This is an optimization exercise on Yosys and OpenROAD, whose aim is a short achievable clock period and few clock cycles, not a production implementation. Function was checked by simulation only, so behaviour that the tests miss may differ from the original. Power and IR drop assume default switching activity.

## flow/config.mk

```make
export PLATFORM = sky130hd
export DESIGN_NAME = simple_proc
export DESIGN_NICKNAME = simple_proc
export VERILOG_FILES = /design/flow/design.v
export SDC_FILE = /design/flow/constraint.sdc
export NUM_CORES = 4
export LEC_CHECK = 0
export ABC_CLOCK_PERIOD_IN_PS = 2500
export CAP_MARGIN = 20
export CORE_MARGIN = 2
export CORE_UTILIZATION = 40
export SETUP_SLACK_MARGIN = 3.8
export SLEW_MARGIN = 20
```

## flow/constraint.sdc

```tcl
create_clock -name core_clock -period 6.3 [get_ports {clk}]
set_input_delay 1.2600 -clock core_clock [delete_from_list [all_inputs] [get_ports {clk}]]
set_output_delay 1.2600 -clock core_clock [all_outputs]
set_load 0.01 [all_outputs]
```

## flow/run.sh

```bash
#!/bin/bash
# synth_recipe.tcl (not shown) runs the flow's synth.tcl, then flattens the netlist and writes it again
# the make line also repeats each setting of config.mk as NAME=value (left out here)
make -C /OpenROAD-flow-scripts/flow DESIGN_CONFIG=/design/flow/config.mk WORK_HOME=/design/flow/orfs CLKGATE_MAP_FILE= SYNTH_SCRIPT=/design/flow/synth_recipe.tcl finish
```

## flow/design.v

```verilog
module proc_core (clk, resetn, sw, mem_rdata, mem_addr, mem_wdata, mem_we,
                  led, hex0, hex1, hex2, hex3, hex4, hex5, hex6);
	input clk, resetn;
	input [15:0] sw;
	input [15:0] mem_rdata;
	output [11:0] mem_addr;
	output [15:0] mem_wdata;
	output mem_we;
	output reg [15:0] led;
	output reg [6:0] hex0, hex1, hex2, hex3, hex4, hex5, hex6;
	localparam K_NONE = 2'd0, K_FETCH = 2'd1, K_DATA = 2'd2;
	reg [11:0] ma;
	reg mwe;
	reg [15:0] mwd;
	reg [1:0] rq_k, ar_k;
	reg rq_ep, ar_ep;
	assign mem_addr = ma;
	assign mem_we = mwe;
	assign mem_wdata = mwd;
	reg ep;                  
	reg [15:0] fp;           
	reg [15:0] q0, q1, q2, q3;
	reg qp0, qp1, qp2, qp3;              
	reg [15:0] qt0, qt1, qt2, qt3;       
	reg rq_p, ar_p;
	reg [15:0] rq_t, ar_t;
	reg pv;                  
	reg [15:0] pt;           
	reg jbad;                
	reg [15:0] jtg;          
	reg [2:0] cnt;           
	reg [15:0] pc;           
	reg pcfix;               
	reg ldw;                 
	reg ldc;                 
	reg jg;                  
	reg [2:0] dx;            
	reg [15:0] R0, R1, R2, R3, R4, R5, R6;
	reg [15:0] G;
	reg wv, wsub, wg;       
	reg [2:0] wx;            
	reg [15:0] ar;           
	reg arnz;                
	reg w2g;                 
	reg [6:0] w2m;           
	reg xbp, ybp;            
	reg [15:0] wa, wb;
	reg [7:0] wm;            
	wire [15:0] pc1 = pc + 16'd1;
	wire [15:0] pc2 = pc + 16'd2;
	wire [15:0] fp1 = fp + 16'd1;
	wire [15:0] nf = pv ? pt : fp1;      
	localparam NB = 8;
	reg [NB-1:0] bv;
	reg [11:0] btag [0:NB-1];
	reg [11:0] btagm [0:NB-1];           
	reg [15:0] btgt [0:NB-1];
	reg [2:0] brr;
	reg [NB-1:0] bhit;
	reg [15:0] bpt;
	integer j;
	always @(*) begin
		bpt = 16'd0;
		for (j = 0; j < NB; j = j + 1) begin
			bhit[j] = bv[j] & (pv ? (btag[j] == pt[11:0]) : (btagm[j] == fp[11:0]));
			bpt = bpt | ({16{bhit[j]}} & btgt[j]);
		end
	end
	wire bh = bhit != {NB{1'b0}};
	wire acc_in = (ar_k == K_FETCH) & (ar_ep == ep);
	reg [7:0] xs, ys;        
	reg [7:0] xd;            
	reg d_mv, d_mvi, d_alu, d_sub, d_ld, d_st, d_mvnz, d_rd;
	reg [2:0] X;
	reg [15:0] RX, RY;
	always @(*) begin
		RX = ({16{xs[0]}} & R0) | ({16{xs[1]}} & R1) | ({16{xs[2]}} & R2) | ({16{xs[3]}} & R3) |
		     ({16{xs[4]}} & R4) | ({16{xs[5]}} & R5) | ({16{xs[6]}} & R6) | ({16{xs[7]}} & pc) |
		     ({16{xbp}} & ar);
		RY = ({16{ys[0]}} & R0) | ({16{ys[1]}} & R1) | ({16{ys[2]}} & R2) | ({16{ys[3]}} & R3) |
		     ({16{ys[4]}} & R4) | ({16{ys[5]}} & R5) | ({16{ys[6]}} & R6) | ({16{ys[7]}} & pc) |
		     ({16{ybp}} & ar);
	end
	wire [7:0] rg0 = {pc[15:12] == 4'h0, R6[15:12] == 4'h0, R5[15:12] == 4'h0, R4[15:12] == 4'h0,
	                  R3[15:12] == 4'h0, R2[15:12] == 4'h0, R1[15:12] == 4'h0, R0[15:12] == 4'h0};
	wire [7:0] rg1 = {pc[15:12] == 4'h1, R6[15:12] == 4'h1, R5[15:12] == 4'h1, R4[15:12] == 4'h1,
	                  R3[15:12] == 4'h1, R2[15:12] == 4'h1, R1[15:12] == 4'h1, R0[15:12] == 4'h1};
	wire [7:0] rg2 = {pc[15:12] == 4'h2, R6[15:12] == 4'h2, R5[15:12] == 4'h2, R4[15:12] == 4'h2,
	                  R3[15:12] == 4'h2, R2[15:12] == 4'h2, R1[15:12] == 4'h2, R0[15:12] == 4'h2};
	wire [7:0] rg4 = {pc[15:12] == 4'h4, R6[15:12] == 4'h4, R5[15:12] == 4'h4, R4[15:12] == 4'h4,
	                  R3[15:12] == 4'h4, R2[15:12] == 4'h4, R1[15:12] == 4'h4, R0[15:12] == 4'h4};
	wire ry0 = ((rg0 & ys) != 8'd0) | (ybp & (ar[15:12] == 4'h0));
	wire ry1 = ((rg1 & ys) != 8'd0) | (ybp & (ar[15:12] == 4'h1));
	wire ry2 = ((rg2 & ys) != 8'd0) | (ybp & (ar[15:12] == 4'h2));
	wire ry4 = ((rg4 & ys) != 8'd0) | (ybp & (ar[15:12] == 4'h4));
	wire [7:0] eqt = {pc == qt0, R6 == qt0, R5 == qt0, R4 == qt0, R3 == qt0, R2 == qt0, R1 == qt0, R0 == qt0};
	wire ry_eqt = ((eqt & ys) != 8'd0) | (ybp & (ar == qt0));
	reg gnz0;                
	wire gnz = w2g ? arnz : gnz0;
	wire x7 = xd[7];
	reg dep;                 
	wire e_ok = (cnt != 3'd0) & ~ldc & ~jg & ~dep & ~jbad;
	wire have_imm = (cnt >= 3'd2) | acc_in;
	wire [15:0] immv = (cnt >= 3'd2) ? q1 : mem_rdata;
	wire immp = (cnt >= 3'd2) ? qp1 : ar_p;
	wire i_mv   = e_ok & (d_mv | (d_mvnz & gnz));
	wire i_mvi  = e_ok & d_mvi & have_imm;
	wire i_alu  = e_ok & d_alu;
	wire i_ld   = e_ok & d_ld;
	wire i_st   = e_ok & d_st;
	wire ld_mem = i_ld;
	wire st_mem = i_st & ry0;
	wire st_led = i_st & ry1;
	wire st_hex = i_st & ry2;
	wire [15:0] sum, dif;
	ks_add16 u_add (.a(wa), .b(wb), .cin(1'b0), .s(sum));
	ks_add16 u_sub (.a(wa), .b(~wb), .cin(1'b1), .s(dif));
	wire [15:0] alu = wsub ? dif : sum;
	wire [15:0] bb = wsub ? ~wb : wb;
	wire [15:0] zp = wa ^ bb;
	wire [15:0] zt = {wa[14:0] | bb[14:0], wsub};
	wire nz = (zp != zt);
	wire stall = ~e_ok | (d_mvi & ~have_imm);
	wire [1:0] ncons = stall ? 2'd0 : d_mvi ? 2'd2 : 2'd1;
	wire ld_arr = ldw & (ar_k == K_DATA);
	reg ldsw;                
	wire [15:0] ldv = ldsw ? sw : mem_rdata;
	wire j_pr   = e_ok & (d_mv | d_mvnz) & x7 & qp0;   
	wire rd_ry  = i_mv & x7 & ~qp0;
	wire rd_mvp = i_mvi & ~x7 & immp;                  
	wire rd_imm = i_mvi & x7;
	wire rd_ld  = ld_arr & (dx == 3'd7);
	wire redirect = jbad | rd_ry | rd_imm | rd_ld | rd_mvp | jg;
	wire [15:0] tgt = jbad ? jtg : rd_ry ? RY : rd_imm ? immv : rd_ld ? ldv : rd_mvp ? pc1 : ar;
	wire [2:0] total = cnt + {2'd0, acc_in};
	reg [15:0] nq [0:3];
	reg [15:0] nt [0:3];
	reg np [0:3];
	integer i;
	always @(*) begin
		for (i = 0; i < 4; i = i + 1) begin
			case (i + ncons)
				0: begin nq[i] = (cnt > 3'd0) ? q0 : mem_rdata; np[i] = (cnt > 3'd0) ? qp0 : ar_p; nt[i] = (cnt > 3'd0) ? qt0 : ar_t; end
				1: begin nq[i] = (cnt > 3'd1) ? q1 : mem_rdata; np[i] = (cnt > 3'd1) ? qp1 : ar_p; nt[i] = (cnt > 3'd1) ? qt1 : ar_t; end
				2: begin nq[i] = (cnt > 3'd2) ? q2 : mem_rdata; np[i] = (cnt > 3'd2) ? qp2 : ar_p; nt[i] = (cnt > 3'd2) ? qt2 : ar_t; end
				3: begin nq[i] = (cnt > 3'd3) ? q3 : mem_rdata; np[i] = (cnt > 3'd3) ? qp3 : ar_p; nt[i] = (cnt > 3'd3) ? qt3 : ar_t; end
				default: begin nq[i] = mem_rdata; np[i] = ar_p; nt[i] = ar_t; end
			endcase
		end
	end
	wire [15:0] s0 = (cnt > 3'd0) ? q0 : mem_rdata;
	wire [15:0] s1 = (cnt > 3'd1) ? q1 : mem_rdata;
	wire [15:0] s2 = (cnt > 3'd2) ? q2 : mem_rdata;
	wire [2:0] cw, cx, cd;
	nq_wait w0 (.w(s0), .x(X), .dx(dx), .x7(x7), .alu(d_alu), .cw(cw[0]), .cx(cx[0]), .cd(cd[0]));
	nq_wait w1 (.w(s1), .x(X), .dx(dx), .x7(x7), .alu(d_alu), .cw(cw[1]), .cx(cx[1]), .cd(cd[1]));
	nq_wait w2 (.w(s2), .x(X), .dx(dx), .x7(x7), .alu(d_alu), .cw(cw[2]), .cx(cx[2]), .cd(cd[2]));
	wire ncw = (ncons == 2'd0) ? cw[0] : (ncons == 2'd1) ? cw[1] : cw[2];
	wire ncx = (ncons == 2'd0) ? cx[0] : (ncons == 2'd1) ? cx[1] : cx[2];
	wire ncd = (ncons == 2'd0) ? cd[0] : (ncons == 2'd1) ? cd[1] : cd[2];
	wire wr_e = i_mvi & ~x7;
	wire [7:0] we_e = wr_e ? xd : 8'd0;
	wire w2n = wv & ~wm[7] & ~(wr_e & (X == wx));
	wire [7:0] dxo [0:2];
	wire [7:0] dyo [0:2];
	wire [2:0] dxe, dye;
	wire [7:0] dop [0:2];
	nq_dec c0 (.w(s0), .wx(wx), .xo(dxo[0]), .yo(dyo[0]), .xe(dxe[0]), .ye(dye[0]), .op(dop[0]));
	nq_dec c1 (.w(s1), .wx(wx), .xo(dxo[1]), .yo(dyo[1]), .xe(dxe[1]), .ye(dye[1]), .op(dop[1]));
	nq_dec c2 (.w(s2), .wx(wx), .xo(dxo[2]), .yo(dyo[2]), .xe(dxe[2]), .ye(dye[2]), .op(dop[2]));
	wire [7:0] nxo = (ncons == 2'd0) ? dxo[0] : (ncons == 2'd1) ? dxo[1] : dxo[2];
	wire [7:0] nyo = (ncons == 2'd0) ? dyo[0] : (ncons == 2'd1) ? dyo[1] : dyo[2];
	wire [7:0] nop8 = (ncons == 2'd0) ? dop[0] : (ncons == 2'd1) ? dop[1] : dop[2];
	wire nxe = (ncons == 2'd0) ? dxe[0] : (ncons == 2'd1) ? dxe[1] : dxe[2];
	wire nye = (ncons == 2'd0) ? dye[0] : (ncons == 2'd1) ? dye[1] : dye[2];
	wire nxbp = w2n & nxe;
	wire nybp = w2n & nye;
	wire inflight = (rq_k == K_FETCH) & (rq_ep == ep);
	wire f_ok = (total + {2'd0, inflight}) < 3'd4;
	always @(posedge clk) begin
		if (~resetn) begin
			ma <= 12'd0;
			mwe <= 1'b0;
			rq_k <= K_FETCH;
			rq_ep <= 1'b0;
			ar_k <= K_NONE;
			ar_ep <= 1'b0;
			ep <= 1'b0;
			fp <= 16'd0;
			cnt <= 3'd0;
			pc <= 16'd1;
			pcfix <= 1'b0;
			ldw <= 1'b0;
			ldc <= 1'b0;
			jg <= 1'b0;
			wv <= 1'b0;
			w2g <= 1'b0;
			w2m <= 7'd0;
			pv <= 1'b0;
			rq_p <= 1'b0;
			jbad <= 1'b0;
		end else begin
			ar_k <= rq_k;
			ar_ep <= rq_ep;
			ar_p <= rq_p;
			ar_t <= rq_t;
			rq_t <= bpt;         
			jbad <= j_pr & ~(i_mv & ry_eqt);
			jg <= wv & wm[7];
			wv <= i_alu | (i_mv & ~x7);
			w2g <= wv & wg;
			w2m <= wv ? (wm[6:0] & ~we_e[6:0]) : 7'd0;
			if (ld_mem)
				ldw <= 1'b1;
			else if (ld_arr)
				ldw <= 1'b0;
			ldc <= ld_mem ? ncx : (ldw & ~ld_arr & ncd);
			if (redirect) begin
				ep <= ~ep;
				cnt <= 3'd0;
				pc <= tgt;
				pcfix <= 1'b1;
				fp <= tgt;
				pv <= 1'b0;
				ma <= tgt[11:0];
				mwe <= 1'b0;
				rq_k <= K_FETCH;
				rq_ep <= ~ep;
				rq_p <= 1'b0;
			end else begin
				cnt <= total - {1'b0, ncons};
				pcfix <= 1'b0;
				pc <= j_pr ? qt0 + 16'd1 : (pcfix | (ncons == 2'd1)) ? pc1 : (ncons == 2'd2) ? pc2 : pc;
				if (ld_mem | st_mem) begin
					ma <= RY[11:0];
					mwe <= st_mem;
					rq_k <= st_mem ? K_NONE : K_DATA;
				end else if (f_ok) begin
					ma <= nf[11:0];
					mwe <= 1'b0;
					rq_k <= K_FETCH;
					rq_ep <= ep;
					rq_p <= bh;
					fp <= nf;
					pv <= bh;
					pt <= bpt;
				end else begin
					mwe <= 1'b0;
					rq_k <= K_NONE;
				end
			end
		end
	end
	always @(posedge clk) begin
		q0 <= nq[0];
		q1 <= nq[1];
		q2 <= nq[2];
		q3 <= nq[3];
		qp0 <= np[0];
		qp1 <= np[1];
		qp2 <= np[2];
		qp3 <= np[3];
		qt0 <= nt[0];
		qt1 <= nt[1];
		qt2 <= nt[2];
		qt3 <= nt[3];
		jtg <= i_mv ? RY : pc;
		X <= nq[0][12:10];
		xs <= nxbp ? 8'd0 : nxo;
		ys <= nybp ? 8'd0 : nyo;
		xd <= nxo;
		xbp <= nxbp;
		ybp <= nybp;
		d_mv <= nop8[0];
		d_mvi <= nop8[1];
		d_alu <= nop8[2] | nop8[3];
		d_sub <= nop8[3];
		d_ld <= nop8[4];
		d_st <= nop8[5];
		d_mvnz <= nop8[6];
		d_rd <= ~nop8[1] & ~nop8[7];
		dep <= (i_alu | (i_mv & ~x7)) & ncw;
		if (st_mem)
			mwd <= RX;
		if (ld_mem) begin
			dx <= X;
			ldsw <= ry4;
		end
		wa <= d_alu ? RX : RY;
		wb <= d_alu ? RY : 16'd0;
		wsub <= d_alu & d_sub;
		wg <= d_alu;
		wm <= xd;
		wx <= X;
		ar <= alu;
		arnz <= nz;
		if (w2g) begin
			G <= ar;
			gnz0 <= arnz;
		end
	end
	reg iv, iv2;
	reg [11:0] ia, iam, ia2, iam2;
	reg [15:0] itg, itg2;
	reg [NB-1:0] bsame, bsel;
	always @(*)
		for (j = 0; j < NB; j = j + 1)
			bsame[j] = bv[j] & (btag[j] == ia);
	wire bupd = bsame != {NB{1'b0}};
	always @(posedge clk) begin
		ia <= pc[11:0] - 12'd1;
		iam <= pc[11:0] - 12'd2;
		itg <= RY;
		ia2 <= ia;
		iam2 <= iam;
		itg2 <= itg;
		for (j = 0; j < NB; j = j + 1)
			bsel[j] <= bupd ? bsame[j] : (brr == j);
		if (~resetn) begin
			iv <= 1'b0;
			iv2 <= 1'b0;
			bv <= {NB{1'b0}};
			brr <= 3'd0;
		end else begin
			iv <= i_mv & x7 & ~(qp0 & ry_eqt);
			iv2 <= iv;
			if (iv & ~bupd)
				brr <= brr + 3'd1;
			if (iv2) begin
				for (j = 0; j < NB; j = j + 1)
					if (bsel[j]) begin
						bv[j] <= 1'b1;
						btag[j] <= ia2;
						btagm[j] <= iam2;
						btgt[j] <= itg2;
					end
			end
		end
	end
	wire [15:0] wd_e = immv;
	wire [6:0] we_w = w2m;
	wire [7:0] we_l = ld_arr ? (8'd1 << dx) : 8'd0;
	always @(posedge clk) begin
		if (we_e[0]) R0 <= wd_e; else if (we_w[0]) R0 <= ar; else if (we_l[0]) R0 <= ldv;
		if (we_e[1]) R1 <= wd_e; else if (we_w[1]) R1 <= ar; else if (we_l[1]) R1 <= ldv;
		if (we_e[2]) R2 <= wd_e; else if (we_w[2]) R2 <= ar; else if (we_l[2]) R2 <= ldv;
		if (we_e[3]) R3 <= wd_e; else if (we_w[3]) R3 <= ar; else if (we_l[3]) R3 <= ldv;
		if (we_e[4]) R4 <= wd_e; else if (we_w[4]) R4 <= ar; else if (we_l[4]) R4 <= ldv;
		if (we_e[5]) R5 <= wd_e; else if (we_w[5]) R5 <= ar; else if (we_l[5]) R5 <= ldv;
		if (we_e[6]) R6 <= wd_e; else if (we_w[6]) R6 <= ar; else if (we_l[6]) R6 <= ldv;
	end
	reg sb_led, sb_hex;
	reg [15:0] sb_d;
	reg [2:0] sb_a;
	always @(posedge clk) begin
		sb_d <= RX;
		sb_a <= RY[2:0];
		if (~resetn) begin
			sb_led <= 1'b0;
			sb_hex <= 1'b0;
		end else begin
			sb_led <= st_led;
			sb_hex <= st_hex;
		end
	end
	always @(posedge clk) begin
		if (~resetn) begin
			led <= 16'd0;
			hex0 <= 7'd0; hex1 <= 7'd0; hex2 <= 7'd0; hex3 <= 7'd0;
			hex4 <= 7'd0; hex5 <= 7'd0; hex6 <= 7'd0;
		end else begin
			if (sb_led)
				led <= sb_d;
			if (sb_hex) begin
				case (sb_a)
					3'd0: hex0 <= sb_d[6:0]; 3'd1: hex1 <= sb_d[6:0]; 3'd2: hex2 <= sb_d[6:0];
					3'd3: hex3 <= sb_d[6:0]; 3'd4: hex4 <= sb_d[6:0]; 3'd5: hex5 <= sb_d[6:0];
					3'd6: hex6 <= sb_d[6:0]; default: ;
				endcase
			end
		end
	end
endmodule
module ks_add16 (a, b, cin, s);
	input [15:0] a, b;
	input cin;
	output [15:0] s;
	wire [15:0] p0 = a ^ b;
	wire [15:0] g0 = a & b;
	wire [15:0] g1, p1, g2, p2, g3, p3, g4, p4;
	wire [15:0] gi = {g0[15:1], g0[0] | (p0[0] & cin)};
	genvar i;
	generate
		for (i = 0; i < 16; i = i + 1) begin : l1
			if (i >= 1) begin : a1
				assign g1[i] = gi[i] | (p0[i] & gi[i-1]);
				assign p1[i] = p0[i] & p0[i-1];
			end else begin : b1
				assign g1[i] = gi[i];
				assign p1[i] = p0[i];
			end
			if (i >= 2) begin : a2
				assign g2[i] = g1[i] | (p1[i] & g1[i-2]);
				assign p2[i] = p1[i] & p1[i-2];
			end else begin : b2
				assign g2[i] = g1[i];
				assign p2[i] = p1[i];
			end
			if (i >= 4) begin : a3
				assign g3[i] = g2[i] | (p2[i] & g2[i-4]);
				assign p3[i] = p2[i] & p2[i-4];
			end else begin : b3
				assign g3[i] = g2[i];
				assign p3[i] = p2[i];
			end
			if (i >= 8) begin : a4
				assign g4[i] = g3[i] | (p3[i] & g3[i-8]);
			end else begin : b4
				assign g4[i] = g3[i];
			end
		end
	endgenerate
	assign s = p0 ^ {g4[14:0], cin};
endmodule
module nq_wait (w, x, dx, x7, alu, cw, cx, cd);
	input [15:0] w;
	input [2:0] x, dx;
	input x7, alu;
	output cw, cx, cd;
	wire [2:0] op = w[15:13];
	wire nop = (op == 3'd7);
	wire rdy = (op != 3'd1) & ~nop;      
	assign cw = x7 | (alu & (op == 3'd6)) | (rdy & ((w[12:10] == x) | (w[9:7] == x)));
	assign cx = (x == 3'd7) | (op == 3'd4) | (~nop & (w[12:10] == x)) | (rdy & (w[9:7] == x));
	assign cd = (dx == 3'd7) | (op == 3'd4) | (~nop & (w[12:10] == dx)) | (rdy & (w[9:7] == dx));
endmodule
module nq_dec (w, wx, xo, yo, xe, ye, op);
	input [15:0] w;
	input [2:0] wx;
	output [7:0] xo, yo, op;
	output xe, ye;
	assign xo = 8'd1 << w[12:10];
	assign yo = 8'd1 << w[9:7];
	assign op = 8'd1 << w[15:13];
	assign xe = (w[12:10] == wx);
	assign ye = (w[9:7] == wx);
endmodule
module simple_proc (clk, resetn, sw, mem_rdata, mem_addr, mem_wdata, mem_we,
                    led, hex0, hex1, hex2, hex3, hex4, hex5, hex6);
	input clk, resetn;
	input [15:0] sw;
	input [15:0] mem_rdata;
	output [11:0] mem_addr;
	output [15:0] mem_wdata;
	output mem_we;
	output [15:0] led;
	output [6:0] hex0, hex1, hex2, hex3, hex4, hex5, hex6;
	proc_core core (.clk(clk), .resetn(resetn), .sw(sw), .mem_rdata(mem_rdata),
	                .mem_addr(mem_addr), .mem_wdata(mem_wdata), .mem_we(mem_we),
	                .led(led), .hex0(hex0), .hex1(hex1), .hex2(hex2), .hex3(hex3),
	                .hex4(hex4), .hex5(hex5), .hex6(hex6));
endmodule
```

==> run notes <==
* Root buffer cell: clkbuf_16
* Mapped Area at 47370 um2
* Leakage at 21.85 nW
* Initial Util at 40.22%
* Antenna violations before repair at 10
* Max cap viols at 0
* Share of layout cells above drive strength 1 at 26.03%
* Synth Net Count at 4506
* All-Layer GR Usage at 28.63%
* Clk sink count at 985
* Worst EP arrival at 3370 ps
* Ys Warns at 13
* Hold depth at 0
* Slew Viols, Final at 0
* Cell Pwr Density at 511.1 nW/um2
* DRC viols at 0
* VDD IR max at 0.3846 mV
* Largest net degree at the start of global routing at 69
* TritonCTS clock tree: built
* Min cycle time layout at 2716 ps
* Hold Startpoint: core.itg[13]
* # nets final at 4822
* Chip width at 348.1 um
* Finished Layout Cells at 6351
* Cts hold-fix bufs at 0
* Post-synth EDFFs at 497
* FF-to-FF path depth at 15
* Final worst-path cycle share at 43.11%
* Largest reg by FF count: core.btgt
* Post-Place Cells at 5809
* Layout Area Growth over Synthesis at 26.11%
* Setup CP Type: reg -> reg
* Placer Congestion at 1.035
* RSZ-0062 raised after global routing: true
* First-pass GRT wire length at 256900 um
* Slew HR at 26.99%
* CP startpoint kind: flip-flop
* Synthesized flop and latch total at 985
* Worst R2R Setup Slack at 3580 ps
* Fraction of registers with async set/reset at 0%
* Worst-Margin Slew at 1094 ps
* Reg clk slew, reported paths at 70 ps
* Total Routed Length at 180600 um
* Vias in the first global route at 36867
* Num CTS Buffers at 101
* DR WL/cell at 28.44 um
* Mean Syn Cell Area at 10.74 um2
* Outcome: finished clean
* Max FFs per register at 128
* Hold Path Sink: core.itg2[13]
* Via count at 38316
* Hold/Removal Path Class: reg -> reg
* Post-synthesis cell count at 4409
* R2r startpoint: core.ep
* Worst-skew pair later-pin latency at 740 ps
* Total gr overflow at 0
* CTS Buffer Depth at 3
* Synth top area cells: edfxtp_1 (32%), dfxtp_1 (21%), xnor2_1 (7.6%)
* Antenna Violating Nets Remaining at 0
* Crit Path Max Fanout at 5
* Fmax achieved at 0.3682 GHz
* DIE AREA at 121200 um2
* DR pass1 iterations at 14
* Top-area cell type share of the netlist area at 31.51%
* Row count at 126
* Via-to-Cell Ratio at 6.033
* Req. time, crit path at 6960 ps
* Hold Slack at 304.1 ps
* Sequential share of the synthesized area at 52.13%
* Synth unique cells at 90
* CORE AREA at 117800 um2
* Main synth FF type: edfxtp_1
* Largest registers: core.btgt: 128 flops, core.btag: 96 flops, core.btagm: 96 flops
* H-tree depth at 3
* Post-detail-place hpwl at 116900 um
* Port buffer count at 127
* Final Hold Viols at 0
* TNS Setup at 0 ps
* Final setup vio count at 0
* Ports at 128
* Worst reg2reg endpoint: core.fp[11]
* Die height at 348.1 um
* Worst setup EP type: flip-flop
* Starting DRT DRC Count at 4988
* Area leader, netlist: edfxtp_1
* Worst Clk Skew at 49.10 ps
critical path, stage by stage, from the launching register on:
cell	delay (ps)
dfxtp_4	380
xor2_4	210
nor2_2	60
ha_2	180
ha_4	280
nand2_4	50
nor4_4	260
xor2_2	110
buf_6	140
buf_6	120
buf_8	120
buf_4	130
o21ai_4	190
buf_6	170
o21ai_4	60
a21oi_2	140
final cells by class:
type                       count  area [um2]
antenna                        2       5.005
clock buffer                 141        2883
clock inverter                50       673.1
fill                       10166       58030
inverter                      96       401.6
multi-input combinational   2992       23730
sequential                   985       24900
tap                         1536        1922
timing repair buffer         549        5219
through the flow:
stage | utilization [%] | worst slack (ps) | power, mW | area, um2
CTS | 49.16 | 3582 | 29.21 | 57900
global route | 50.72 | 3534 | 31.63 | 59730
detailed placement | 42.50 | 2205 | 20.25 | 50050
global placement | 42.49 | 2325 | 20.14 | 50040
finish | 50.72 | 3584 | 30.53 | 59730
floorplan | - | 3358 | 16.68 | 47620
worst max path at each step:
stage	start	to	slack [ps]
5_1_grt	core.ep	core.fp[7]	3530
3_3_place_gp	core.jbad	core.ma[6]	2320
4_1_cts	core.mwd[14]	mem_wdata[14]	3580
3_5_place_dp	core.jbad	core.ma[6]	2200
2_1_floorplan	mem_rdata[10]	core.xs[0]	3360
6_report	core.ep	core.fp[11]	3580
synth_stat cells, types with 21 or more instances:
library cell  number
nor4_1            78
mux2_2            70
ha_1              60
o221a_2           21
inv_1             91
nand2_1          251
o22a_1            35
and3_1            30
xnor2_1          409
edfxtp_1         497
a31oi_1           46
a222oi_1          34
nand3_1          105
nand4_1           94
dfxtp_1          488
and2_1            24
buf_1             48
a22oi_1           96
clkbuf_1         254
mux2i_1          289
nor3b_1           23
o21ai_0          140
nor2_1           347
a21oi_1          246
xor2_1           184
nor3_1            54
a221oi_1          48
buf_2             42
cell families (layout without fill, tap and decap cells):
| group | Yosys count | in the layout | synth area share, % |
|---|---|---|---|
| compound gates | 869 | 870 | 12.56 |
| xor+xnor | 593 | 593 | 10.96 |
| fa+ha+maj | 63 | 63 | 1.712 |
| buf+inv | 444 | 836 | 3.669 |
| flops | 985 | 985 | 52.13 |
| mux | 359 | 359 | 7.771 |
| other cells | 0 | 2 | 0 |
| simple gates | 1096 | 1107 | 11.19 |
layout by cell type (no fill, tap or decap), types with 32 or more instances in the layout:
| cell type | n |
|---|---|
| a31oi_1 | 41 |
| nor4_1 | 49 |
| clkbuf_16 | 110 |
| a222oi_1 | 34 |
| nor2_1 | 325 |
| xor2_1 | 166 |
| nand4_1 | 94 |
| edfxtp_1 | 497 |
| mux2_2 | 47 |
| xnor2_1 | 397 |
| buf_4 | 287 |
| buf_6 | 84 |
| nand2_1 | 235 |
| nand3_1 | 81 |
| a22oi_1 | 84 |
| buf_2 | 78 |
| inv_1 | 83 |
| o21ai_0 | 111 |
| dfxtp_1 | 388 |
| dfxtp_2 | 68 |
| o22a_1 | 35 |
| nor3_1 | 39 |
| a21oi_1 | 224 |
| buf_12 | 43 |
| ha_1 | 49 |
| dfxtp_4 | 32 |
| mux2i_1 | 279 |
layer usage:
metal  track usage [%]  routed length (um)  vias to the layer above  part of all wire (%)
met5                 0                  83                        -                 0.046
li1                  -                   -                    16674                     -
met4             16.25               12240                       12                   6.8
met2             43.79               79520                     2274                    44
met1             37.62               71700                    18740                    40
met3             6.049               17080                      616                   9.5
where the power goes:
part	leakage, nW	internal (mW)	switching (mW)
Clock	1.71	3.68	2.71
Combinational	11.5	6.08	7.71
Sequential	8.63	8.34	2.02
Total	21.9	18.1	12.4
what timing repair did:
action | 4_1_cts | 5_1_grt
pin swaps | 124 | 124
gates cloned | 23 | 5
endpoints found under the setup margin | 843 | 418
resized for setup | 945 | 252
buffers inserted | 254 | 67
Testbench counts, summed over its fixed seeds: cycles 39,551.

separate check: timing with driven ports:
No port has a modelled driver above. Below, the same layout with a new extraction and two added sets of constraints. Step 1, drivers: a clkbuf_16 drives clk and a buf_2 each remaining input, both assumed. Step 2 adds t to the input delays and takes it off the output delays; t is the mean of the earliest and latest rising clock arrival at the registers after step 1. Input paths then give back, and output paths get back, about the clock's delay inside the block. Slacks: ideal / step 1 / step 2; pairs: ideal / step 1.
t, ns: 0.780
setup slack, ns: 3.584 / 3.530 / 3.003
hold slack, ns: 0.304 / 0.304 / 0.304
After both steps setup and hold are still met in this run. The setup slack of this run moves by -0.054 ns with the drivers and by -0.581 ns with both steps.
